From an optimization exercise on the open Yosys and OpenROAD flow, aimed at small area; shortcuts taken in it are not production practice. Only simulation tests tie the RTL to the original design; equivalence was not proved. Power and IR drop assume default switching activity.

--- design/flow/design.v ---
`timescale 1ns / 1ps
module XNOR1x7_hold(
    input ld,
    input d,
    input hold,
    input q,
    output y
    );
    assign y = (ld & d) | (hold & q);
endmodule
module XNOR1x7_hold2(
    input ld,
    input d,
    input ld2,
    input d2,
    input hold,
    input q,
    output y
    );
    assign y = (ld & d) | (ld2 & d2) | (hold & q);
endmodule
module XNOR1x7_fa(
    input a,
    input b,
    input c,
    output s,
    output co
    );
    assign s  = a ^ b ^ c;
    assign co = (a & b) | (c & (a ^ b));
endmodule
module XNOR1x7_ha(
    input a,
    input b,
    output s,
    output co
    );
    assign s  = a ^ b;
    assign co = a & b;
endmodule
`timescale 1ns / 1ps
module BPU(
    input clk,
    input wld,           
    input whold,         
    input aadd,          
    input ahold,         
    input [6:0] rowsel,  
    input [6:0] m,       
    input [4:0] kneg,    
    input [6:0] wgt_input,
    output reg [6:0] popcnt_add
    );
    reg [6:0][6:0] wgt;
    wire [6:0][6:0] wgt_prev = {wgt[5:0], wgt_input};
    wire [48:0] wgt_d;
    genvar b;
    generate
        for (b = 0; b < 49; b = b + 1) begin : g_wh
            XNOR1x7_hold h(.ld(wld), .d(wgt_prev[b / 7][b % 7]), .hold(whold), .q(wgt[b / 7][b % 7]), .y(wgt_d[b]));
        end
    endgenerate
    always @(posedge clk)
        wgt <= wgt_d;
    wire [6:0][6:0] wsel;
    genvar r;
    generate
        for (r = 0; r < 7; r = r + 1) begin : g_row
            assign wsel[r] = {7{rowsel[r]}} & wgt[r];
        end
    endgenerate
    wire [6:0] w = wsel[0] | wsel[1] | wsel[2] | wsel[3] | wsel[4] | wsel[5] | wsel[6];
    wire [6:0] x = ~(m ^ w);
    wire s0, c0, s1, c1, c2;
    wire [2:0] pop;
    XNOR1x7_fa f0(.a(x[0]), .b(x[1]), .c(x[2]), .s(s0), .co(c0));
    XNOR1x7_fa f1(.a(x[3]), .b(x[4]), .c(x[5]), .s(s1), .co(c1));
    XNOR1x7_fa f2(.a(s0), .b(s1), .c(x[6]), .s(pop[0]), .co(c2));
    XNOR1x7_fa f3(.a(c0), .b(c1), .c(c2), .s(pop[1]), .co(pop[2]));
    wire [4:0] t;
    wire [4:2] tc;
    assign t[0] = kneg[0];
    XNOR1x7_ha t1(.a(pop[0]), .b(kneg[1]), .s(t[1]), .co(tc[2]));
    XNOR1x7_fa t2(.a(pop[1]), .b(kneg[2]), .c(tc[2]), .s(t[2]), .co(tc[3]));
    XNOR1x7_fa t3(.a(pop[2]), .b(kneg[3]), .c(tc[3]), .s(t[3]), .co(tc[4]));
    assign t[4] = kneg[4] ^ tc[4];
    wire [6:0] b7 = {t[4], t[4], t};
    wire [6:0] sum;
    wire [6:1] sc;
    XNOR1x7_ha a0(.a(popcnt_add[0]), .b(b7[0]), .s(sum[0]), .co(sc[1]));
    genvar i;
    generate
        for (i = 1; i < 6; i = i + 1) begin : g_s
            XNOR1x7_fa a(.a(popcnt_add[i]), .b(b7[i]), .c(sc[i]), .s(sum[i]), .co(sc[i+1]));
        end
    endgenerate
    assign sum[6] = popcnt_add[6] ^ b7[6] ^ sc[6];
    wire [6:0] acc_d;
    generate
        for (b = 0; b < 7; b = b + 1) begin : g_ah
            XNOR1x7_hold h(.ld(aadd), .d(sum[b]), .hold(ahold), .q(popcnt_add[b]), .y(acc_d[b]));
        end
    endgenerate
    always @(posedge clk)
        popcnt_add <= acc_d;
endmodule
`timescale 1ns / 1ps
module BPUG(
    input clk,
    input rst,
    input ce,                
    input sel,               
    input img_ld,            
    input img_hi,            
    input img_up,            
    input [7:0] bpu_en,      
    input [7:0] wsel,        
    input empt,              
    input padd,              
    input [6:0] rowsel,      
    input row7,              
    input [6:0] keep1,       
    input data_sel,
    input [4:0] kneg,
    input [7:0] data_in,
    output [7:0][6:0] bpu_out
    );
    wire load  = ~rst & ce & sel & img_ld;
    wire ld_lo = load & ~img_hi;
    wire ld_hi = load & img_hi;
    wire up    = ~rst & ce & img_up;
    wire h0    = ~rst & ~ld_lo;
    wire h_lo  = ~rst & ~ld_lo & ~up;
    wire h_hi  = ~rst & ~ld_hi & ~up;
    reg [15:0][7:0] img_reg;
    wire [15:0][7:0] img_d;
    genvar r, b;
    generate
        for (b = 0; b < 8; b = b + 1) begin : g_img0
            XNOR1x7_hold h(.ld(ld_lo), .d(b == 0 ? data_in[0] : img_reg[0][b - 1]), .hold(h0), .q(img_reg[0][b]), .y(img_d[0][b]));
        end
        for (r = 1; r < 16; r = r + 1) begin : g_img
            for (b = 0; b < 8; b = b + 1) begin : g_bit
                XNOR1x7_hold2 h(.ld(r < 8 ? ld_lo : ld_hi), .d(b == 0 ? data_in[r % 8] : img_reg[r][b - 1]),
                    .ld2(up), .d2(img_reg[r-1][b]), .hold(r < 8 ? h_lo : h_hi), .q(img_reg[r][b]), .y(img_d[r][b]));
            end
        end
    endgenerate
    always @(posedge clk)
        img_reg <= img_d;
    wire [6:0][7:0] rowm;
    generate
        for (r = 0; r < 7; r = r + 1) begin : g_rowm
            assign rowm[r] = {8{rowsel[r]}} & img_reg[9 + r];
        end
    endgenerate
    wire [7:0] row = rowm[0] | rowm[1] | rowm[2] | rowm[3] | rowm[4] | rowm[5] | rowm[6];
    wire [6:0] rs = data_sel ? row[7:1] : row[6:0];
    wire [6:0] m  = rs | keep1 | {7{row7}};
    genvar k;
    generate
        for (k = 0; k < 8; k = k + 1) begin : g_bpu
            wire cek   = ce & bpu_en[k];
            wire wld   = ~rst & cek & sel & wsel[k];
            wire clr   = rst | (cek & empt);
            wire aadd  = ~clr & cek & padd;
            BPU bpu(
                .clk(clk),
                .wld(wld),
                .whold(~rst & ~wld),
                .aadd(aadd),
                .ahold(~clr & ~aadd),
                .rowsel(rowsel),
                .m(m),
                .kneg(kneg),
                .wgt_input(data_in[6:0]),
                .popcnt_add(bpu_out[k]));
        end
    endgenerate
endmodule
`timescale 1ns / 1ps
module BNNCore(
    input clk,
    input rst,
    input [31:0] data_in,        
    input [19:0] instruction,    
    output [31:0] result_bins    
    );
    wire empt        = instruction[0];
    wire [3:0] bpug_sel = instruction[4:1];
    wire [2:0] lut_sel  = instruction[3:1];
    wire bpu_add     = instruction[5];
    wire data_sel    = instruction[6];
    wire wgt_en      = instruction[7];
    wire img_en      = instruction[8];
    wire psum_add    = instruction[9];
    wire cal_bin_wr  = instruction[10];
    wire bias_wr     = instruction[11];
    wire pooling_en  = instruction[12];
    wire pooling_sel = instruction[13];
    wire img_reg_up  = instruction[15];
    wire img_reg_sel = instruction[16];
    wire [2:0] wgt_sel  = instruction[19:17];
    reg [15:0] bpug_enable;
    reg [2:0] bpu_enable;
    reg [2:0] height;
    wire cfg = img_reg_up & img_en;
    wire cfg_ld = ~rst & cfg;
    wire cfg_hold = ~rst & ~cfg;
    wire [21:0] cfg_q = {bpu_enable, height, bpug_enable};
    wire [21:0] cfg_d;
    genvar k;
    generate
        for (k = 0; k < 22; k = k + 1) begin : g_cfg
            XNOR1x7_hold h(.ld(cfg_ld), .d(data_in[k]), .hold(cfg_hold), .q(cfg_q[k]), .y(cfg_d[k]));
        end
    endgenerate
    always @(posedge clk)
        {bpu_enable, height, bpug_enable} <= cfg_d;
    wire [7:0] bpu_en;
    wire [7:0] wsel;
    wire [6:0] rowsel;
    generate
        for (k = 0; k < 8; k = k + 1) begin : g_dec
            assign bpu_en[k] = bpu_enable >= k;
            assign wsel[k] = wgt_en & (wgt_sel == k);
            if (k < 7) begin : g_row
                assign rowsel[k] = lut_sel == k;
            end
        end
    endgenerate
    wire row7 = lut_sel == 3'd7;
    wire h7 = height == 3'd7;
    wire h5 = height >= 3'd5;
    wire [6:0] keep1 = {~h7, ~h5, 3'b000, ~h5, ~h7};
    wire [4:0] kneg = 5'd0 - {2'b00, height};
    wire [15:0][7:0][6:0] bpu_out;
    generate
        for (k = 0; k < 16; k = k + 1) begin : g_bpug
            BPUG bpug(
                .clk(clk),
                .rst(rst),
                .ce(bpug_enable[k]),
                .sel(bpug_sel == (k / 4)),
                .img_ld(img_en & ~img_reg_up),
                .img_hi(img_reg_sel),
                .img_up(img_reg_up & ~img_en),
                .bpu_en(bpu_en),
                .wsel(wsel),
                .empt(empt),
                .padd(bpu_add),
                .rowsel(rowsel),
                .row7(row7),
                .keep1(keep1),
                .data_sel(data_sel),
                .kneg(kneg),
                .data_in(data_in[8 * (k % 4) +: 8]),
                .bpu_out(bpu_out[k]));
        end
    endgenerate
    reg [63:0] bias;
    wire bias_ld = ~rst & bias_wr;
    wire bias_hold = ~rst & ~bias_wr;
    wire [63:0] bias_d;
    generate
        for (k = 0; k < 64; k = k + 1) begin : g_bias
            XNOR1x7_hold h(.ld(bias_ld), .d(k < 32 ? data_in[k % 32] : bias[k - 32]), .hold(bias_hold), .q(bias[k]), .y(bias_d[k]));
        end
    endgenerate
    always @(posedge clk)
        bias <= bias_d;
    wire [15:0][55:0] bpu_out_m;
    generate
        for (k = 0; k < 16; k = k + 1) begin : g_sel
            assign bpu_out_m[k] = {56{bpug_sel == k}} & bpu_out[k];
        end
    endgenerate
    reg [55:0] bpu_out_or;
    integer j;
    always @(*) begin
        bpu_out_or = 56'd0;
        for (j = 0; j < 16; j = j + 1)
            bpu_out_or = bpu_out_or | bpu_out_m[j];
    end
    wire [7:0][6:0] bpu_out_add = bpu_out_or;
    reg [7:0][10:0] cal_intern;
    wire cal_ld   = rst | empt;
    wire cal_add  = ~cal_ld & psum_add;
    wire cal_hold = ~cal_ld & ~psum_add;
    genvar i;
    generate
        for (k = 0; k < 8; k = k + 1) begin : g_acc
            wire [10:0] b = {{4{bpu_out_add[k][6]}}, bpu_out_add[k]};
            wire [10:0] bx = {{3{bias[8*k+7]}}, bias[8*k +: 8]};
            wire [10:0] sum;
            wire [11:1] c;
            XNOR1x7_ha h0(.a(cal_intern[k][0]), .b(b[0]), .s(sum[0]), .co(c[1]));
            wire [10:0] cal_d;
            for (i = 1; i < 10; i = i + 1) begin : g_add
                XNOR1x7_fa f(.a(cal_intern[k][i]), .b(b[i]), .c(c[i]), .s(sum[i]), .co(c[i+1]));
            end
            assign sum[10] = cal_intern[k][10] ^ b[10] ^ c[10];
            for (i = 0; i < 11; i = i + 1) begin : g_h
                XNOR1x7_hold2 h(.ld(cal_ld), .d(bx[i]), .ld2(cal_add), .d2(sum[i]), .hold(cal_hold), .q(cal_intern[k][i]), .y(cal_d[i]));
            end
            always @(posedge clk)
                cal_intern[k] <= cal_d;
        end
    endgenerate
    wire [7:0] cal_bin;
    generate
        for (k = 0; k < 8; k = k + 1) begin : g_bin
            assign cal_bin[k] = ~cal_intern[k][10];
        end
    endgenerate
    reg [2:0][7:0] pooling_reg;
    reg [7:0][7:0] reg_bins;
    wire [1:0] pooling_cnt = {data_sel, pooling_sel};
    wire rb_ld = ~rst & cal_bin_wr & (~pooling_en | pooling_cnt == 2'b11);
    wire rb_hold = ~rst & ~rb_ld;
    wire [7:0] rb_in = pooling_en ? (pooling_reg[0] | pooling_reg[1] | pooling_reg[2] | cal_bin) : cal_bin;
    wire [63:0] rb_d;
    generate
        for (k = 0; k < 64; k = k + 1) begin : g_rb
            XNOR1x7_hold h(.ld(rb_ld), .d(k < 8 ? rb_in[k % 8] : reg_bins[k / 8 - 1][k % 8]), .hold(rb_hold),
                .q(reg_bins[k / 8][k % 8]), .y(rb_d[k]));
        end
    endgenerate
    always @(posedge clk)
        reg_bins <= rb_d;
    wire [2:0][7:0] pool_d;
    generate
        for (k = 0; k < 24; k = k + 1) begin : g_pool
            wire pl = ~rst & cal_bin_wr & pooling_en & (pooling_cnt == k / 8);
            XNOR1x7_hold h(.ld(pl), .d(cal_bin[k % 8]), .hold(~rst & ~pl), .q(pooling_reg[k / 8][k % 8]), .y(pool_d[k / 8][k % 8]));
        end
    endgenerate
    always @(posedge clk)
        pooling_reg <= pool_d;
    wire store = instruction[14];
    generate
        for (k = 0; k < 32; k = k + 1) begin : g_res
            assign result_bins[k] = store & (data_sel ? reg_bins[k % 8][k / 8 + 4] : reg_bins[k % 8][k / 8]);
        end
    endgenerate
endmodule
`timescale 1ns / 1ps
module BNNCtrl(
    input clk,
    input rst,
    input pause,
    input [15:0] inst,
    output reg [19:0] bnncore_ctrl,
    output reg [13:0] data_addr,
    output reg data_cen,
    output reg data_wen,
    output [10:0] inst_addr
    );
    reg [15:0] pc1;
    reg [15:1][15:0] rf;       
    assign inst_addr = pc1[10:0];
    wire [4:0] op = inst[15:11];
    wire halt  = op[4];
    wire run   = ~rst & ~pause & ~halt;
    wire o_nul = op == 5'd0;
    wire o_l1l = op == 5'd1;
    wire o_l1h = op == 5'd2;
    wire o_ld2 = op == 5'd3;
    wire o_add = op == 5'd4;
    wire o_cmp = op == 5'd5;
    wire o_jmp = op == 5'd6;
    wire o_st  = op == 5'd11;
    wire o_mov = op == 5'd13;
    wire o_l3l = op == 5'd14;
    wire o_l3h = op == 5'd15;
    reg [3:0] osel;
    always @(*) begin
        if (o_mov) osel = {1'b0, inst[7:5]};
        else if (o_cmp) osel = inst[10:7] + 4'd4;
        else if (o_ld2) osel = 4'd1;
        else if (o_st) osel = 4'd3;
        else osel = inst[10:7];
    end
    wire [15:0][15:0] regs = {rf, pc1};
    wire [15:0][15:0] regs_m;
    genvar j;
    generate
        for (j = 0; j < 16; j = j + 1) begin : g_opnd
            assign regs_m[j] = {16{osel == j}} & regs[j];
        end
    endgenerate
    reg [15:0] opnd;
    integer n;
    always @(*) begin
        opnd = 16'd0;
        for (n = 0; n < 16; n = n + 1)
            opnd = opnd | regs_m[n];
    end
    wire step = o_st ? inst[9] : inst[0];
    wire [6:0] imm = o_add ? inst[6:0] : (step ? 7'd1 : 7'h7f);
    wire [15:0] sum = opnd + {{9{imm[6]}}, imm};
    wire lt = ~(|opnd[15:7] | (opnd[6:0] >= inst[6:0]));
    reg [3:0] widx;
    reg wlo, whi;
    reg [15:0] wv;
    always @(*) begin
        widx = 4'd0; wlo = 1'b0; whi = 1'b0; wv = sum;
        if (o_l1l | o_l1h | o_l3l | o_l3h) begin
            widx = {o_l3l | o_l3h, inst[10:8]};
            wlo = o_l1l | o_l3l;
            whi = o_l1h | o_l3h;
            wv = {(o_l1h & inst[10:8] == 3'b011) ? inst[15:8] : inst[7:0], inst[7:0]};
        end else if (o_add) begin
            widx = inst[10:7]; wlo = 1'b1; whi = 1'b1; wv = sum;
        end else if (o_cmp) begin
            widx = 4'd4; wlo = 1'b1; whi = 1'b1; wv = {15'd0, lt};
        end else if (o_mov) begin
            widx = {1'b0, inst[10:8]}; wlo = 1'b1; whi = 1'b1; wv = opnd;
        end else if (o_ld2) begin
            widx = 4'd1; wlo = 1'b1; whi = 1'b1; wv = sum;
        end else if (o_st) begin
            widx = 4'd3; wlo = 1'b1; whi = 1'b1; wv = sum;
        end
    end
    genvar i, b;
    generate
        for (i = 1; i < 16; i = i + 1) begin : g_rf
            wire wl = ~rst & run & wlo & (widx == i);
            wire wh = ~rst & run & whi & (widx == i);
            wire [15:0] d;
            for (b = 0; b < 16; b = b + 1) begin : g_b
                XNOR1x7_hold h(.ld(b < 8 ? wl : wh), .d(wv[b]), .hold(b < 8 ? ~rst & ~wl : ~rst & ~wh), .q(rf[i][b]), .y(d[b]));
            end
            always @(posedge clk)
                rf[i] <= d;
        end
    endgenerate
    wire jump = o_jmp & (|rf[4]);
    wire [15:0] pb = jump ? {5'h1f, ~inst[10:0]} : 16'd0;
    wire [15:0] pc1_next;
    wire [16:0] pcc;
    assign pc1_next[0] = ~(pc1[0] ^ pb[0]);
    assign pcc[1] = pc1[0] | pb[0];
    generate
        for (b = 1; b < 15; b = b + 1) begin : g_pc
            XNOR1x7_fa f(.a(pc1[b]), .b(pb[b]), .c(pcc[b]), .s(pc1_next[b]), .co(pcc[b+1]));
        end
    endgenerate
    assign pc1_next[15] = pc1[15] ^ pb[15] ^ pcc[15];
    wire pc_ld = ~rst & run;
    wire pc_hold = ~rst & ~run;
    wire [15:0] pc_in = (o_mov & inst[10:8] == 3'd0) ? opnd : pc1_next;
    wire [15:0] pc_d;
    generate
        for (b = 0; b < 16; b = b + 1) begin : g_pch
            XNOR1x7_hold h(.ld(pc_ld), .d(pc_in[b]), .hold(pc_hold), .q(pc1[b]), .y(pc_d[b]));
        end
    endgenerate
    always @(posedge clk)
        pc1 <= pc_d;
    always @(posedge clk) begin
        if (rst) begin
            data_cen <= 1'b1;
            data_wen <= 1'b1;
            data_addr <= 14'd0;
        end else if (pause) begin
            data_cen <= 1'b1;
        end else if (~halt) begin
            data_cen <= ~(o_ld2 | o_st);
            if (o_ld2 | o_st) begin
                data_wen <= o_ld2;
                data_addr <= opnd[13:0];
            end
        end
    end
    always @(posedge clk) begin
        if (rst | pause) bnncore_ctrl <= 20'd0;
        else if (~halt) begin
            case (op)
            5'd0: ;
            5'd3: case (inst[10:9])
                2'b00: bnncore_ctrl <= {inst[6:4], 9'd0, 1'b1, 4'd0, inst[8:7], 1'b0};
                2'b01: bnncore_ctrl <= 20'h00800;
                2'b10: bnncore_ctrl <= {bnncore_ctrl[19:17], inst[6], 7'd0, 1'b1, 5'd0, inst[8:7], 1'b0};
                2'b11: bnncore_ctrl <= {bnncore_ctrl[19:16], 1'b1, 6'd0, 1'b1, 8'd0};
                endcase
            5'd7: bnncore_ctrl <= {bnncore_ctrl[19:17], 16'd0, 1'b1};
            5'd8: bnncore_ctrl <= {bnncore_ctrl[19:17], 10'd0, inst[7], 1'b1, 1'b0, inst[10:8], 1'b0};
            5'd9: bnncore_ctrl <= {bnncore_ctrl[19:17], 7'd0, 1'b1, 4'd0, inst[10:7], 1'b0};
            5'd10: bnncore_ctrl <= {bnncore_ctrl[19:17], 3'd0, inst[8], inst[10], bnncore_ctrl[11], 1'b1, 3'd0, inst[9], 6'd0};
            5'd11: bnncore_ctrl <= {bnncore_ctrl[19:17], 2'd0, 1'b1, 7'd0, inst[10], 6'd0};
            5'd12: bnncore_ctrl <= {bnncore_ctrl[19:17], 1'b0, 1'b1, 15'd0};
            default: bnncore_ctrl <= 20'd0;
            endcase
        end
    end
endmodule
`timescale 1ns / 1ps
module BNN(
    input         clk,
    input         rst,         
    input         pause,
    output [10:0] inst_addr,   
    input  [15:0] inst,        
    output [13:0] data_addr,   
    output        data_cen,    
    output        data_wen,    
    output [31:0] data_d,      
    input  [31:0] data_q       
    );
    wire [19:0] bnncore_ctrl;
    BNNCtrl BNNCtrl(
        .clk(clk),
        .rst(rst),
        .pause(pause),
        .inst(inst),
        .bnncore_ctrl(bnncore_ctrl),
        .data_addr(data_addr),
        .data_cen(data_cen),
        .data_wen(data_wen),
        .inst_addr(inst_addr));
    BNNCore BNNCore(
        .clk(clk),
        .rst(rst),
        .data_in(data_q),
        .instruction(bnncore_ctrl),
        .result_bins(data_d));
endmodule
--- design/flow/flow/run.sh ---
#!/bin/bash
# Layout flow: the standard layout (standard.sh), unchanged except for
# clock tree synthesis, which runs without dummy loads, with clkbuf_8
# buffers and clusters of at most 14 sinks within 50 um.
# Each tool's output goes to a log file in this folder.
set -euo pipefail
export CTS_ARGS="-sink_clustering_enable -repair_clock_nets -dont_use_dummy_load -buf_list sky130_fd_sc_hd__clkbuf_8 -sink_clustering_size 14 -sink_clustering_max_diameter 50"
bash standard.sh synth > synth.log 2>&1
bash standard.sh finish > layout.log 2>&1
test -f out/final.def
--- design/flow/standard.sh ---
#!/bin/bash
# synth_recipe.tcl (not shown) runs the flow's synth.tcl, then flattens the netlist and writes it again
# the make line also repeats each setting of config.mk as NAME=value (left out here)
make -C /OpenROAD-flow-scripts/flow DESIGN_CONFIG=/design/flow/config.mk WORK_HOME=/design/flow/orfs CLKGATE_MAP_FILE= SYNTH_SCRIPT=/design/flow/synth_recipe.tcl "${@:-finish}"
--- design/flow/config.mk ---
export PLATFORM = sky130hd
export DESIGN_NAME = BNN
export DESIGN_NICKNAME = BNN
export VERILOG_FILES = /design/flow/design.v
export SDC_FILE = /design/flow/constraint.sdc
export NUM_CORES = 8
export LEC_CHECK = 0
export ABC_CLOCK_PERIOD_IN_PS = 10000
export CAP_MARGIN = 25
export CORE_MARGIN = 2
export CORE_UTILIZATION = 55
export PLACE_DENSITY = 0.65
export SLEW_MARGIN = 35
export SYNTH_HIERARCHICAL = 1
export SYNTH_MINIMUM_KEEP_SIZE = 0
--- design/flow/constraint.sdc ---
create_clock -name core_clock -period 10.0 [get_ports {clk}]
set_input_delay 2.0000 -clock core_clock [delete_from_list [all_inputs] [get_ports {clk}]]
set_output_delay 2.0000 -clock core_clock [all_outputs]
set_load 0.01 [all_outputs]
==> run summary, run 1 <==
* Initial antenna violation count at 95
* Count leader, synth: dfxtp_1
* Synth unique cells at 93
* TritonCTS buffer count at 869
* Hold Fails Final Rpt at 0
* Post-synth EDFFs at 0
* Peak supply drop at 181 uV
* Largest register FFs at 6,272
* Final worst path period share at 87.0%
* Share of post-route cells with drive strength above 1 at 7.80%
* Synthesis-to-finish area growth at 9.07%
* ANT nets after route at 0
* CTS Hold Bufs at 0
* Largest net degree at the start of global routing at 108
* First-iteration detailed-routing DRC count at 47,800
* Num rows at 307
* Vias at 304,000
* Fmax at 115 MHz
* IO Port Bufs at 109
* DRC at 0
* DP Wirelength at 836 mm
* CP Capture Type: flip-flop
* Relative slew slack at 23.0%
* Number of synthesized register bits at 9,770
* Clock sinks at 9,770
* Die ar. at 0.709 mm^2
* Async SR Flop Fraction at 0%
* Total power at 62.3 mW
* WL final at 1310 mm
* # resized after CTS at 0
* Pleak at 174 nW
* Fillers at 57,400
* Drt via density at 7.09
* Gr usage total at 34.9%
* Ys Warns at 10
* Core box area at 0.699 mm^2
* Setup Viol. Count Final at 0
* Max Cap Viol at 0
* Startpoint Class: flip-flop
* Vias in the first global route at 284,000
* CP max FO at 35
* Synth Cell Area at 0.386 mm^2
* Power Density at 148 mW/mm^2
* Initial Util at 55.2%
* RSZ-0062 raised after global routing: no
* Clock tree from TritonCTS: yes
* CP required at 11.31 ns
* Syn avg cell area at 12.1 um^2
* Fin. max-slew vios at 0
* Crit path DAT at 10.01 ns
* Clock H-tree levels at 6
* Num ports at 110
* Reg clk slew, reported paths at 0.10 ns
* Hold crit path type: flip-flop to flip-flop
* Wire length per cell at 30.5 um
* Setup Buffers After CTS at 0
* Height of the die at 842 um
* Worst slew pin tran at 1.13 ns
* Commonest cells post-synth: dfxtp_1, a22o_1, a222oi_1
* Type of the worst setup path: flip-flop to flip-flop
* Largest area contributor in the netlist: dfxtp_1
* Post-layout util at 60.2%
* CTS Root Buffer Type: clkbuf_8
* GP Congestion at 1.05
* Clock latency on the worst-skew pair at 1.49 ns
* Clock Skews at 0.135 ns
* First-pass GRT wire length at 1910 mm
* Total gr overflow at 0
* Die width at 842 um
* Ys flop type: dfxtp_1
* Sequential area share after synthesis at 50.6%
* Status: complete, no violations
* Post-synth top area share at 50.6%
* Gate Count Post-Synth at 32,000
* Area contributors post-synth: dfxtp_1, a22o_1, a222oi_1
* Fin crit period at 8.70 ns
* CTS max path bufs at 4
* Total Nets Final at 35,400
* DRT Pass-1 Iters at 15
## routing by layer
metal	GRT usage, %	up-vias	wire length, um
li1	-	133000	-
met1	49.6	154000	551000
met2	52.1	14700	571000
met3	6.21	2545	120000
met4	16.1	44	66100
met5	0	-	304
## cell families (layout without fill, tap and decap cells)
group / after synthesis / after routing / synth area share, %
adder cells (fa/ha/maj): 1790 / 1790 / 8.70
flip-flops: 9770 / 9770 / 50.6
AND/OR/NAND/NOR: 2614 / 2614 / 3.33
XOR/XNOR: 1311 / 1311 / 2.97
AO/OA/AOI/OAI: 13900 / 13900 / 31.2
multiplexers: 203 / 203 / 0.586
buffers and inverters: 2449 / 3929 / 2.58
other: 2 / 191 / 0.00194
## power by group
| part | internal [mW] | switching (mW) |
|---|---|---|
| Sequential | 38.9 | 0.00916 |
| Combinational | 0.712 | 2.15 |
| Clock | 7.69 | 12.9 |
| Total | 47.3 | 15.0 |
## modules after synthesis, one instance, submodules excluded, excerpt
| module | flops+latches | times used |
|---|---|---|
| BNNCore | 262 | 1 |
| BNNCtrl | 292 | 1 |
| BPUG | 128 | 16 |
| BPU | 56 | 128 |
| XNOR1x7_fa | 0 | 1494 |
| XNOR1x7_hold2 | 0 | 2008 |
| XNOR1x7_ha | 0 | 264 |
| XNOR1x7_hold | 0 | 7726 |
## worst paths after layout
| check | slack, ns | end | start | cells after the start |
|---|---|---|---|---|
| worst max register to register | 1.30 | BNNCore.g_bpug[5].bpug.g_bpu[6].bpu.popcnt_add[6] | BNNCtrl.bnncore_ctrl[3] | 21 |
| worst min register to register | 0.43 | BNNCore.g_bpug[5].bpug.g_bpu[7].bpu.wgt[13] | BNNCore.g_bpug[5].bpug.g_bpu[7].bpu.wgt[6] | 1 |
| worst min-delay path | 0.43 | BNNCore.g_bpug[5].bpug.g_bpu[7].bpu.wgt[13] | BNNCore.g_bpug[5].bpug.g_bpu[7].bpu.wgt[6] | 1 |
| worst max-delay path | 1.30 | BNNCore.g_bpug[5].bpug.g_bpu[6].bpu.popcnt_add[6] | BNNCtrl.bnncore_ctrl[3] | 21 |
## layout by cell type, fill, tap and decap left out, drive strengths merged, types with 17 or more instances in the layout
master	synthesis	routed
a21oi	237	237
a221oi	58	58
a222oi	3017	3017
a22o	7778	7778
a22oi	2321	2321
a32oi	22	22
and2	142	142
and3	155	155
and3b	34	34
and4bb	17	17
buf	291	915
clkbuf	92	871
clkdlybuf4s50	0	77
conb	2	96
dfxtp	9770	9770
diode	0	95
fa	1495	1495
ha	295	295
inv	2065	2061
mux2	64	64
mux2i	127	127
nand2	274	274
nand2b	29	29
nand3	1061	1061
nor2	702	702
nor2b	52	52
nor3	34	34
o21a	19	19
o21ai	144	144
o221ai	32	32
o22ai	95	95
or2	27	27
or3	19	19
xnor2	1180	1180
xor2	131	131
## area by class of cell
class,count,area (um^2),share of cell area [%]
Sequential cell,9770,196000,46.4
Antenna cell,95,238,0.0564
Timing Repair Buffer,994,9370,2.22
Tap cell,9270,11600,2.75
Inverter,2066,7780,1.85
Multi-Input combinational cell,19900,185000,43.9
Clock buffer,869,12000,2.84
## worst max-delay path: stages, from the launching register on
cell and delay [ns]:
dfxtp_4 0.86, nor2b_2 0.32, nand2_1 0.34, clkinvlp_4 0.22
buf_12 0.20, buf_12 0.18, a222oi_1 0.41, nand3_1 0.17
o22ai_1 0.18, nand2_1 0.50, xnor2_1 0.44, fa_1 0.46
fa_1 0.45, fa_1 0.91, fa_1 0.53, fa_1 0.42
fa_1 0.43, fa_1 0.42, fa_1 0.40, xnor2_1 0.15
xnor2_1 0.14, a22o_1 0.22
## per-stage QoR
stage	worst slack (ns)	hold WS [ns]	instance area [um^2]	TNS, ns	cells
2_1_floorplan	-6.72	0.431	389000	-4410.78	32100
3_3_place_gp	0.243	0.445	408000	0	41900
3_5_place_dp	0.492	0.449	409000	0	42000
4_1_cts	1.46	0.428	421000	0	42800
5_1_grt	1.06	0.456	421000	0	42900
6_report	1.30	0.429	421000	0	42900
==> run 2, diff against run 1 <==
--- a/design/flow/design.v
+++ b/design/flow/design.v
@@ -38,6 +38,51 @@
     assign s  = a ^ b;
     assign co = a & b;
 endmodule
+module XNOR1x7_aoi(
+    input [2:0] a,
+    input [2:0] b,
+    output y
+    );
+    assign y = ~|(a & b);
+endmodule
+module XNOR1x7_nand6(
+    input [5:0] a,
+    output y
+    );
+    assign y = ~&a;
+endmodule
+module XNOR1x7_sel16(
+    input [15:0] d,
+    input [15:0] s,
+    output y
+    );
+    wire [5:0] p;
+    genvar i;
+    generate
+        for (i = 0; i < 5; i = i + 1) begin : g_t
+            XNOR1x7_aoi t(.a(d[3*i +: 3]), .b(s[3*i +: 3]), .y(p[i]));
+        end
+    endgenerate
+    assign p[5] = ~(d[15] & s[15]);
+    XNOR1x7_nand6 o(.a(p), .y(y));
+endmodule
+module XNOR1x7_nand3(
+    input [2:0] a,
+    output y
+    );
+    assign y = ~&a;
+endmodule
+module XNOR1x7_sel7(
+    input [6:0] d,
+    input [6:0] s,
+    output y
+    );
+    wire [2:0] p;
+    XNOR1x7_aoi t0(.a(d[2:0]), .b(s[2:0]), .y(p[0]));
+    XNOR1x7_aoi t1(.a(d[5:3]), .b(s[5:3]), .y(p[1]));
+    assign p[2] = ~(d[6] & s[6]);
+    XNOR1x7_nand3 o(.a(p), .y(y));
+endmodule
 `timescale 1ns / 1ps
 module BPU(
     input clk,
@@ -54,7 +99,7 @@
     reg [6:0][6:0] wgt;
     wire [6:0][6:0] wgt_prev = {wgt[5:0], wgt_input};
     wire [48:0] wgt_d;
-    genvar b;
+    genvar b, i;
     generate
         for (b = 0; b < 49; b = b + 1) begin : g_wh
             XNOR1x7_hold h(.ld(wld), .d(wgt_prev[b / 7][b % 7]), .hold(whold), .q(wgt[b / 7][b % 7]), .y(wgt_d[b]));
@@ -62,14 +107,17 @@
     endgenerate
     always @(posedge clk)
         wgt <= wgt_d;
-    wire [6:0][6:0] wsel;
+    wire [6:0] w;
     genvar r;
     generate
         for (r = 0; r < 7; r = r + 1) begin : g_row
-            assign wsel[r] = {7{rowsel[r]}} & wgt[r];
+            wire [6:0] d;
+            for (i = 0; i < 7; i = i + 1) begin : g_d
+                assign d[i] = wgt[i][r];
+            end
+            XNOR1x7_sel7 m7(.d(d), .s(rowsel), .y(w[r]));
         end
     endgenerate
-    wire [6:0] w = wsel[0] | wsel[1] | wsel[2] | wsel[3] | wsel[4] | wsel[5] | wsel[6];
     wire [6:0] x = ~(m ^ w);
     wire s0, c0, s1, c1, c2;
     wire [2:0] pop;
@@ -88,7 +136,6 @@
     wire [6:0] sum;
     wire [6:1] sc;
     XNOR1x7_ha a0(.a(popcnt_add[0]), .b(b7[0]), .s(sum[0]), .co(sc[1]));
-    genvar i;
     generate
         for (i = 1; i < 6; i = i + 1) begin : g_s
             XNOR1x7_fa a(.a(popcnt_add[i]), .b(b7[i]), .c(sc[i]), .s(sum[i]), .co(sc[i+1]));
@@ -269,25 +316,26 @@
     endgenerate
     always @(posedge clk)
         bias <= bias_d;
-    wire [15:0][55:0] bpu_out_m;
+    genvar i;
+    wire [15:0] gsel;
+    wire [55:0] bpu_out_or;
     generate
-        for (k = 0; k < 16; k = k + 1) begin : g_sel
-            assign bpu_out_m[k] = {56{bpug_sel == k}} & bpu_out[k];
+        for (k = 0; k < 16; k = k + 1) begin : g_gsel
+            assign gsel[k] = bpug_sel == k;
+        end
+        for (k = 0; k < 56; k = k + 1) begin : g_sel
+            wire [15:0] d;
+            for (i = 0; i < 16; i = i + 1) begin : g_d
+                assign d[i] = bpu_out[i][k / 7][k % 7];
+            end
+            XNOR1x7_sel16 m(.d(d), .s(gsel), .y(bpu_out_or[k]));
         end
     endgenerate
-    reg [55:0] bpu_out_or;
-    integer j;
-    always @(*) begin
-        bpu_out_or = 56'd0;
-        for (j = 0; j < 16; j = j + 1)
-            bpu_out_or = bpu_out_or | bpu_out_m[j];
-    end
     wire [7:0][6:0] bpu_out_add = bpu_out_or;
     reg [7:0][10:0] cal_intern;
     wire cal_ld   = rst | empt;
     wire cal_add  = ~cal_ld & psum_add;
     wire cal_hold = ~cal_ld & ~psum_add;
-    genvar i;
     generate
         for (k = 0; k < 8; k = k + 1) begin : g_acc
             wire [10:0] b = {{4{bpu_out_add[k][6]}}, bpu_out_add[k]};
@@ -382,20 +430,21 @@
         else osel = inst[10:7];
     end
     wire [15:0][15:0] regs = {rf, pc1};
-    wire [15:0][15:0] regs_m;
-    genvar j;
-    generate
-        for (j = 0; j < 16; j = j + 1) begin : g_opnd
-            assign regs_m[j] = {16{osel == j}} & regs[j];
+    wire [15:0] osel_oh;
+    wire [15:0] opnd;
+    genvar j, n;
+    generate
+        for (j = 0; j < 16; j = j + 1) begin : g_osel
+            assign osel_oh[j] = osel == j;
+        end
+        for (n = 0; n < 16; n = n + 1) begin : g_opnd
+            wire [15:0] d;
+            for (j = 0; j < 16; j = j + 1) begin : g_d
+                assign d[j] = regs[j][n];
+            end
+            XNOR1x7_sel16 m16(.d(d), .s(osel_oh), .y(opnd[n]));
         end
     endgenerate
-    reg [15:0] opnd;
-    integer n;
-    always @(*) begin
-        opnd = 16'd0;
-        for (n = 0; n < 16; n = n + 1)
-            opnd = opnd | regs_m[n];
-    end
     wire step = o_st ? inst[9] : inst[0];
     wire [6:0] imm = o_add ? inst[6:0] : (step ? 7'd1 : 7'h7f);
     wire [15:0] sum = opnd + {{9{imm[6]}}, imm};
==> design/flow/flow/run.sh (replaced) <==
#!/bin/bash
# Layout flow: the standard layout (standard.sh), unchanged except for
# clock tree synthesis, which runs without dummy loads, with clkbuf_8
# buffers at the sink clusters (at most 15 sinks within 55 um) and clkbuf_4
# buffers above them.
# Each tool's output goes to a log file in this folder.
set -euo pipefail
export CTS_ARGS="-sink_clustering_enable -repair_clock_nets -dont_use_dummy_load -buf_list sky130_fd_sc_hd__clkbuf_4 -sink_clustering_buffer sky130_fd_sc_hd__clkbuf_8 -sink_clustering_size 15 -sink_clustering_max_diameter 55"
bash standard.sh synth > synth.log 2>&1
bash standard.sh finish > layout.log 2>&1
test -f out/final.def
==> run 2 against run 1 <==
  * Register-to-register slack got worse by 0.37 ns
  * Total power shrank 1.8%
  * Area after synthesis fell by 0.95%
  * Setup slack worse by 0.37 ns
  * Largest power group unchanged
==> run summary, run 2 <==
* Status: complete, no violations
* Final instance count without filler cells at 42,300 (-1.5%)
* Adder-cell share of the synthesized area at 8.79% (+0.084 points)
* Num rows at 306 (-0.33%)
* Height of the die at 838 um (-0.48%)
* DP Wirelength at 751 mm (-10%)
* Clock sinks at 9,770 (unchanged)
* Sequential area share after synthesis at 51.1% (+0.49 points)
* Bufs and invs on worst path at 4 (+1)
* Commonest non-fill, non-tap cell in the layout: dfxtp_1
* Setup Viol. Count Final at 0 (unchanged)
* Hold worst-path end: BNNCore.g_bpug[12].bpug.img_reg[33]
* ANT nets after route at 0 (unchanged)
* Async SR Flop Fraction at 0% (unchanged)
* Largest area contributor in the netlist: dfxtp_1
* CP required at 11.86 ns (+0.55 ns)
* Type of the worst setup path: flip-flop to flip-flop
* Cell family with most CP delay: adder cells
* Hold_sp: BNNCore.g_bpug[12].bpug.img_reg[25]
* Clock Skews at 0.208 ns (+0.0729 ns)
* Clock H-tree levels at 6 (unchanged)
* Reg2Reg Launch Point: BNNCtrl.bnncore_ctrl[3]
* Total Nets Final at 34,800 (-1.7%)
* Clock latency on the worst-skew pair at 2.05 ns (+0.56 ns)
* Pleak at 171 nW (-1.5%)
* CP Cell Sequence: clkinvlp_4 -> nor2_4 -> buf_12 -> buf_4 -> buf_4 -> a222oi_1 -> nand3_1 -> o22ai_1 -> nand2_1 -> xnor2_1 -> fa_1 -> fa_1 -> fa_1 -> fa_1 -> fa_1 -> fa_1 -> fa_2 -> fa_1 -> xnor2_1 -> xnor2_1 -> a22o_1
* Wire length per cell at 28.7 um (-5.7%)
* Count leader, synth: dfxtp_1
* Synthesis-to-finish area growth at 8.44%
* Peak supply drop at 140 uV (-23%)
* Worst slew pin tran at 1.19 ns (+0.0641 ns)
* Commonest cells post-synth: dfxtp_1, a22o_1, a222oi_1
* Worst r2r dst: BNNCore.g_bpug[11].bpug.g_bpu[2].bpu.popcnt_add[6]
* RSZ-0062 raised after global routing: no
* Vias in the first global route at 279,000 (-1.6%)
* First-pass GRT wire length at 1800 mm (-5.6%)
* Post-Synth Simple-Gate Area at 4.19% (+0.86 points)
* Final Cell Area at 0.415 mm^2 (-1.5%)
* Core box area at 0.694 mm^2 (-0.82%)
* Vias at 299,000 (-1.7%)
* Fin. max-slew vios at 0 (unchanged)
* Share of post-route cells with drive strength above 1 at 7.26% (-0.54 points)
* Clock tree from TritonCTS: yes
* Syn avg cell area at 12.2 um^2 (+0.94%)
* Total gr overflow at 0 (unchanged)
* Post-synthesis xor/xnor area fraction at 3.24% (+0.27 points)
* Crit path top cell by count: fa_1
* CTS Hold Bufs at 0 (unchanged)
* Worst Setup Slack, final at 0.938 ns (-0.365 ns)
* Post-layout util at 59.8% (-0.43 points)
* Gate Count Post-Synth at 31,400 (-1.9%)
* Die ar. at 0.702 mm^2 (-0.95%)
* Initial Util at 55.2% (-0.076 points)
* TNS Setup at 0 ns (unchanged)
* Compound-Gate Fraction of Synth Area at 30.1% (-1.1 points)
* Post-synthesis mux area share at 0.152% (-0.43 points)
* Post-synth top area share at 51.1% (+0.49 points)
* Num ports at 110 (unchanged)
* Power Density at 147 mW/mm^2 (-0.27%)
* CP Depth at 21 (unchanged)
* Relative slew slack at 20.7% (-2.3 points)
* Largest net degree at the start of global routing at 109 (+0.93%)
* Setup WS pre-CTS at 0.247 ns (-0.245 ns)
* IO Port Bufs at 109 (unchanged)
* Hold Slack at 0.378 ns (-0.0512 ns)
* Ys Warns at 10 (unchanged)
* Crit path DAT at 10.92 ns (+0.91 ns)
* WL final at 1220 mm (-7.1%)
* GP Congestion at 0.963 (-7.9%)
* Worst-case reg-to-reg path depth at 21 (unchanged)
* Fmax at 110 MHz (-4.0%)
* DP Area at 0.404 mm^2 (-1.2%)
* Hold crit path type: flip-flop to flip-flop
* Reg clk slew, reported paths at 0.09 ns (about the same)
* Setup Buffers After CTS at 0 (unchanged)
* # resized after CTS at 0 (unchanged)
* Initial antenna violation count at 91 (-4.2%)
* Slowest CP cell: fa_1
* Max Cap Viol at 0 (unchanged)
* Startpoint Class: flip-flop
* Synth Cell Area at 0.383 mm^2 (-0.95%)
* Hold Path Depth at 2 (+1)
* Fin crit period at 9.06 ns (+0.365 ns)
* CP max FO at 40 (+14%)
* Number of synthesized register bits at 9,770 (unchanged)
* TritonCTS buffer count at 789 (-9.2%)
* Synth unique cells at 73 (-22%)
* Number of cells after detailed placement at 41,400 (-1.4%)
* CTS Root Buffer Type: clkbuf_4
* CTS max path bufs at 4 (unchanged)
* Most frequent cells in the layout: dfxtp_1, a22o_1, a222oi_1
* Flop2flop setup slack at 0.94 ns (-0.37 ns)
* DRT Pass-1 Iters at 15 (unchanged)
* Largest register FFs at 6,272 (unchanged)
* Total power at 61.2 mW (-1.8%)
* Final worst path period share at 90.6% (+3.7 points)
* Hold Fails Final Rpt at 0 (unchanged)
* Largest family of logic cells by synthesized area: compound AO/OA/AOI/OAI gates
* First-iteration detailed-routing DRC count at 53,600 (+12%)
* CP Capture Type: flip-flop
* Die width at 838 um (-0.48%)
* DRC at 0 (unchanged)
* Crit-path max cell delay at 0.83 ns (-0.08 ns)
* Drt via density at 7.07 (-0.25%)
* Fillers at 56,700 (-1.1%)
* Ys flop type: dfxtp_1
* Post-synth EDFFs at 0 (unchanged)
* Gr usage total at 32.9% (-2.1 points)
* Area contributors post-synth: dfxtp_1, a22o_1, a222oi_1
==> run 2: changes by cell type after synthesis, moves of 76 or more <==
cell,change
mux2i_1,-88
xor2_2,+128
nor2_1,-76
nand2_1,+891
a222oi_1,+1242
a22oi_1,-2020
xor2_1,-125
==> run 2: worst max path at each step <==
stage / from / end / slack (ns)
global placement: inst[12] / BNNCtrl.pc1[15] / -0.003
detailed placement: inst[12] / BNNCtrl.pc1[15] / 0.25
floorplan: BNNCtrl.bnncore_ctrl[3] / BNNCore.g_bpug[10].bpug.g_bpu[6].bpu.popcnt_add[6] / -6.19
CTS: BNNCtrl.bnncore_ctrl[3] / BNNCore.g_bpug[11].bpug.g_bpu[5].bpu.popcnt_add[6] / 1.07
finish: BNNCtrl.bnncore_ctrl[3] / BNNCore.g_bpug[11].bpug.g_bpu[2].bpu.popcnt_add[6] / 0.94
global route: BNNCtrl.bnncore_ctrl[3] / BNNCore.g_bpug[11].bpug.g_bpu[1].bpu.popcnt_add[6] / 0.72
==> run 2: where the power goes <==
group	internal [mW]	switching [mW]
sequential	38.9	0.00645
combinational	0.693	2.37
clock	6.64	12.6
==> run 2: cell families (layout without fill, tap and decap cells) <==
kind of cell,Yosys count,after routing
buffers and inverters,2299,3767
other,2,204
adders and majority gates,1790,1790
muxes,54,54
xor gates and xnor gates,1307,1307
DFF,9770,9770
and+or+nand+nor,3433,3433
AOI/OAI and AO/OA,12700,12700
==> run 2: layer usage <==
metal	up-vias	GRT usage (%)	part of all wire, %
li1	131000	-	-
met5	-	0	0.026
met4	42	14.8	5.0
met1	151000	45.8	41
met2	14100	49.3	44
met3	2252	7.17	10
==> run 2: layout make-up <==
type                       instances  area, um^2  area share (%)
clock buffer                     789       10400            2.51
timing repair buffer             916        8290            2.00
antenna                          108         270          0.0651
tap                             9240       11600            2.79
multi-input combinational      19400      181000            43.6
sequential                      9770      196000            47.1
inverter                        2062        7740            1.87
==> run 2: tightest hold or removal path: stages (launching register included) <==
cell	delay, ns
dfxtp_1	0.36
a222oi_1	0.07
inv_1	0.05
==> run 2: modules after synthesis, one instance, submodules excluded, excerpt <==
module	times used	flops+latches	area, um^2	cells
XNOR1x7_sel16	72	0	3.75	1
XNOR1x7_nand3	896	0	5.00	1
XNOR1x7_nand6	72	0	13.8	2
BNNCtrl	1	292	9440	900
XNOR1x7_ha	264	0	12.5	1
BPUG	16	128	3240	245
BPU	128	56	1220	66
XNOR1x7_sel7	896	0	3.75	1
BNNCore	1	262	6560	465
XNOR1x7_hold2	2008	0	13.8	2
==> run 3, diff against run 2 <==
==> design/flow/flow/run.sh (replaced) <==
#!/bin/bash
# Layout flow: the standard layout (standard.sh), unchanged except for
#  - clock tree synthesis, which runs without dummy loads, with clkbuf_8
#    buffers at the sink clusters (at most 15 sinks within 55 um) and clkbuf_4
#    buffers above them;
#  - the buffers that placement puts on every input and output port, which
#    are buf_1 cells.
# Each tool's output goes to a log file in this folder.
set -euo pipefail
export CTS_ARGS="-sink_clustering_enable -repair_clock_nets -dont_use_dummy_load -buf_list sky130_fd_sc_hd__clkbuf_4 -sink_clustering_buffer sky130_fd_sc_hd__clkbuf_8 -sink_clustering_size 15 -sink_clustering_max_diameter 55"
export BUFFER_PORTS_ARGS="-buffer_cell sky130_fd_sc_hd__buf_1"
bash standard.sh synth > synth.log 2>&1
bash standard.sh finish > layout.log 2>&1
test -f out/final.def
==> run 3 against run 2 <==
  * Wire length is 0.23% lower
  * Largest power group unchanged
  * Still clean
  * Total power barely moved
  * Sequential share of layout area is essentially flat
  * Non-clock buffer count up 1
==> run summary, run 3 <==
* Status: complete, no violations
* Share of post-route cells with drive strength above 1 at 7.25% (about the same)
* Initial Util at 55.2% (unchanged)
* IO Port Bufs at 109 (unchanged)
* DP Area at 0.404 mm^2 (about the same)
* Crit path top cell by count: fa_1
* Final worst path period share at 86.8% (-3.8 points)
* Ys Warns at 10 (unchanged)
* Combinational power share at 5.0% (about the same)
* CP Capture Point: BNNCtrl.pc1[15]
* Slowest CP cell: nor4_1
* Switching power at 15.0 mW (about the same)
* Clock H-tree levels at 6 (unchanged)
* Relative slew slack at 25.9% (+5.2 points)
* Hold Fails Final Rpt at 0 (unchanged)
* Setup WS pre-CTS at 0.655 ns (+0.407 ns)
* Setup Buffers After CTS at 0 (unchanged)
* Die ar. at 0.702 mm^2 (unchanged)
* RSZ-0062 raised after global routing: no
* Gr usage total at 32.8% (-0.11 points)
* Fin. max-slew vios at 0 (unchanged)
* Worst r2r dst: BNNCtrl.pc1[15]
* Commonest non-fill, non-tap cell in the layout: dfxtp_1
* Final Cell Area at 0.415 mm^2 (about the same)
* Ys flop type: dfxtp_1
* Post-synth top area share at 51.1% (unchanged)
* Total gr overflow at 0 (unchanged)
* Worst-case reg-to-reg path depth at 25 (+19%)
* Vias at 298,000 (-0.36%)
* Clock Power Share at 31.5% (about the same)
* Switch share at 24.5% (about the same)
* Max Cap Viol at 0 (unchanged)
* Number of synthesized register bits at 9,770 (unchanged)
* Die width at 838 um (unchanged)
* Clock Skews at 0.240 ns (+0.0315 ns)
* TritonCTS buffer count at 791 (+0.25%)
* Reg clk slew, reported paths at 0.10 ns (about the same)
* First-pass GRT wire length at 1800 mm (-0.23%)
* Clock sinks at 9,770 (unchanged)
* Largest net degree at the start of global routing at 102 (-6.4%)
* Synthesis-to-finish area growth at 8.37% (about the same)
* Worst slew pin tran at 1.11 ns (-0.0784 ns)
* WL final at 1210 mm (-0.23%)
* Flop2flop setup slack at 1.32 ns (+0.38 ns)
* GP Congestion at 0.944 (-2.0%)
* Num rows at 306 (unchanged)
* First-iteration detailed-routing DRC count at 51,800 (-3.4%)
* CP max FO at 3 (-93%)
* Drt via density at 7.05 (-0.34%)
* CP Capture Type: flip-flop
* Wire length per cell at 28.7 um (-0.21%)
* Clock tree from TritonCTS: yes
* Commonest cells post-synth: dfxtp_1, a22o_1, a222oi_1
* Crit path DAT at 10.47 ns (-0.45 ns)
* Synth unique cells at 73 (unchanged)
* CTS Hold Bufs at 0 (unchanged)
* Startpoint Class: flip-flop
* Post-synth EDFFs at 0 (unchanged)
* Num ports at 110 (unchanged)
* ANT nets after route at 0 (unchanged)
* Clock latency on the worst-skew pair at 2.03 ns (-0.02 ns)
* Crit path from: BNNCtrl.rf[48]
* Int Power at 46.2 mW (about the same)
* Sequential share of power at 63.5% (about the same)
* Pleak at 171 nW (about the same)
* Worst Setup Slack, final at 1.32 ns (+0.383 ns)
* Reg2Reg Launch Point: BNNCtrl.rf[48]
* Crit-path max cell delay at 0.70 ns (-0.13 ns)
* CP required at 11.79 ns (-0.07 ns)
* Async SR Flop Fraction at 0% (unchanged)
* DRC at 0 (unchanged)
* # resized after CTS at 0 (unchanged)
* Height of the die at 838 um (unchanged)
* Vias in the first global route at 279,000 (+0.11%)
* DRT Pass-1 Iters at 14 (-1)
* Peak supply drop at 144 uV (+3.2%)
* DP Wirelength at 754 mm (+0.46%)
* Hold crit path type: flip-flop to flip-flop
* Syn avg cell area at 12.2 um^2 (unchanged)
* Largest register FFs at 6,272 (unchanged)
* Area contributors post-synth: dfxtp_1, a22o_1, a222oi_1
* CTS max path bufs at 4 (unchanged)
* Fin crit period at 8.68 ns (-0.383 ns)
* Most frequent cells in the layout: dfxtp_1, a22o_1, a222oi_1
* Synth Cell Area at 0.383 mm^2 (unchanged)
* Gate Count Post-Synth at 31,400 (unchanged)
* Type of the worst setup path: flip-flop to flip-flop
* Count leader, synth: dfxtp_1
* Fmax at 115 MHz (+4.4%)
* Power Density at 148 mW/mm^2 (about the same)
* Sequential area share after synthesis at 51.1% (unchanged)
* Initial antenna violation count at 84 (-7.7%)
* CTS Root Buffer Type: clkbuf_4
* Largest area contributor in the netlist: dfxtp_1
* Core box area at 0.694 mm^2 (unchanged)
* Total Nets Final at 34,800 (+0.0086%)
* Setup Viol. Count Final at 0 (unchanged)
[run 3: cell counts after synthesis]
No cell type changed its count.
[run 3: layout make-up]
| class | count | area, um^2 |
|---|---|---|
| Inverter | 2062 | 7740 |
| Timing Repair Buffer | 917 | 8030 |
| Tap cell | 9240 | 11600 |
| Fill cell | 56800 | 279000 |
| Antenna cell | 96 | 240 |
| Multi-Input combinational cell | 19400 | 181000 |
| Sequential cell | 9770 | 196000 |
| Clock buffer | 791 | 10500 |
[run 3: power groups by stage]
| stage | combinational, mW | clock [mW] | sequential (mW) |
|---|---|---|---|
| after floorplan | 1.32 | 0 | 39.8 |
| after global placement | 2.96 | 0 | 39.8 |
| after detailed placement | 3.00 | 0 | 39.8 |
| after CTS | 3.02 | 19.6 | 38.9 |
| after global routing | 3.19 | 20.9 | 38.9 |
| final | 3.07 | 19.3 | 38.9 |
[run 3: how the worst min path moves through the flow]
stage | endpoint | startpoint | cells after the start
after detailed placement | BNNCore.g_bpug[13].bpug.img_reg[23] | BNNCore.g_bpug[13].bpug.img_reg[15] | 2
after global routing | BNNCore.g_bpug[4].bpug.g_bpu[0].bpu.wgt[29] | BNNCore.g_bpug[4].bpug.g_bpu[0].bpu.wgt[22] | 1
final | BNNCore.g_bpug[4].bpug.g_bpu[0].bpu.wgt[29] | BNNCore.g_bpug[4].bpug.g_bpu[0].bpu.wgt[22] | 1
after global placement | BNNCore.g_bpug[14].bpug.img_reg[31] | BNNCore.g_bpug[14].bpug.img_reg[23] | 2
after floorplan | BNNCore.g_bpug[0].bpug.img_reg[23] | BNNCore.g_bpug[0].bpug.img_reg[15] | 2
after CTS | BNNCore.g_bpug[15].bpug.g_bpu[7].bpu.wgt[5] | data_q[29] | 2
[run 3: layer usage]
metal / up-vias / share of wire, % / track usage [%]
met4: 48 / 5.1 / 14.8
li1: 131000 / - / -
met1: 151000 / 41 / 45.5
met3: 2215 / 10 / 6.87
met5: - / 0.030 / 0
met2: 13800 / 44 / 49.4
[run 3: Yosys stat by module (local to each module, per instance), excerpt]
| module | copies in the design | cell area, um^2 | cells inside | flip-flops and latches |
|---|---|---|---|---|
| XNOR1x7_sel16 | 72 | 3.75 | 1 | 0 |
| BPUG | 16 | 3240 | 245 | 128 |
| BPU | 128 | 1220 | 66 | 56 |
| XNOR1x7_nand6 | 72 | 13.8 | 2 | 0 |
| XNOR1x7_hold2 | 2008 | 13.8 | 2 | 0 |
| XNOR1x7_hold | 7726 | 8.76 | 1 | 0 |
| XNOR1x7_aoi | 2152 | 10.0 | 1 | 0 |
| BNNCtrl | 1 | 9440 | 900 | 292 |
| XNOR1x7_sel7 | 896 | 3.75 | 1 | 0 |
| XNOR1x7_ha | 264 | 12.5 | 1 | 0 |
| XNOR1x7_fa | 1494 | 20.0 | 1 | 0 |
| XNOR1x7_nand3 | 896 | 5.00 | 1 | 0 |
| BNNCore | 1 | 6560 | 465 | 262 |
[run 3: metrics by stage]
| step | instances | power (mW) | setup TNS, ns | utilization, % | hold WS, ns |
|---|---|---|---|---|---|
| 2_1_floorplan | 31500 | 41.1 | -3985.89 | - | 0.433 |
| 3_3_place_gp | 41400 | 42.7 | 0 | 58.1 | 0.443 |
| 3_5_place_dp | 41400 | 42.8 | 0 | 58.2 | 0.450 |
| 4_1_cts | 42200 | 61.5 | 0 | 59.7 | 0.279 |
| 5_1_grt | 42200 | 63.0 | 0 | 59.7 | 0.378 |
| 6_report | 42300 | 61.2 | 0 | 59.8 | 0.361 |
[run 3: worst max-delay path: cells and delay by family (launching register included)]
family,cells,cell delay (ns)
AO/OA/AOI/OAI,1,0.21
XOR/XNOR,2,0.35
adder cells (fa/ha/maj),15,5.84
buffers and inverters,2,0.16
flip-flops,1,0.34
multiplexers,1,0.27
AND/OR/NAND/NOR,4,1.28
[run 3: kinds of logic (layout without fill, tap and decap cells)]
kind of cell,Yosys count,in the layout,share of synthesized area [%]
AOI/OAI and AO/OA,12700,12700,30.1
DFF,9770,9770,51.1
and+or+nand+nor,3433,3433,4.19
buffers and inverters,2299,3770,2.41
adders and majority gates,1790,1790,8.79
xor gates and xnor gates,1307,1307,3.24
muxes,54,54,0.152
other,2,192,0.00196

[afterwards: timing with drivers on the ports]
No port has a modelled driver above. Below, the same layouts with a new extraction and two added sets of constraints. Step 1, drivers: a clkbuf_16 drives clk and a buf_2 each remaining input, both assumed. Step 2 also shifts input and output timing later by t, the mid clock arrival at the registers, as if the neighbouring blocks saw the same clock. a / b / c = ideal / step 1 / step 2; a / b = the first two.
run | t (ns) | setup slack, ns | hold slack, ns | slew at the worst register clock pin (ns) | worst data-port slew with drivers (ns)
run 1 | 1.570 | 1.303 / 1.303 / 0.419 | 0.429 / 0.429 / 0.429 | 0.11 / 0.11 | 0.14
run 2 | 2.093 | 0.938 / 0.938 / 0.123 | 0.378 / 0.312 / 0.378 | 0.11 / 0.11 | 0.47
run 3 | 2.091 | 1.321 / 1.320 / 0.493 | 0.361 / 0.361 / 0.361 | 0.11 / 0.11 | 0.49
After both steps setup and hold are still met in every run listed. For run 1, which loses most, drivers alone change the setup slack by 0.000 ns; drivers and shift together by -0.884 ns.
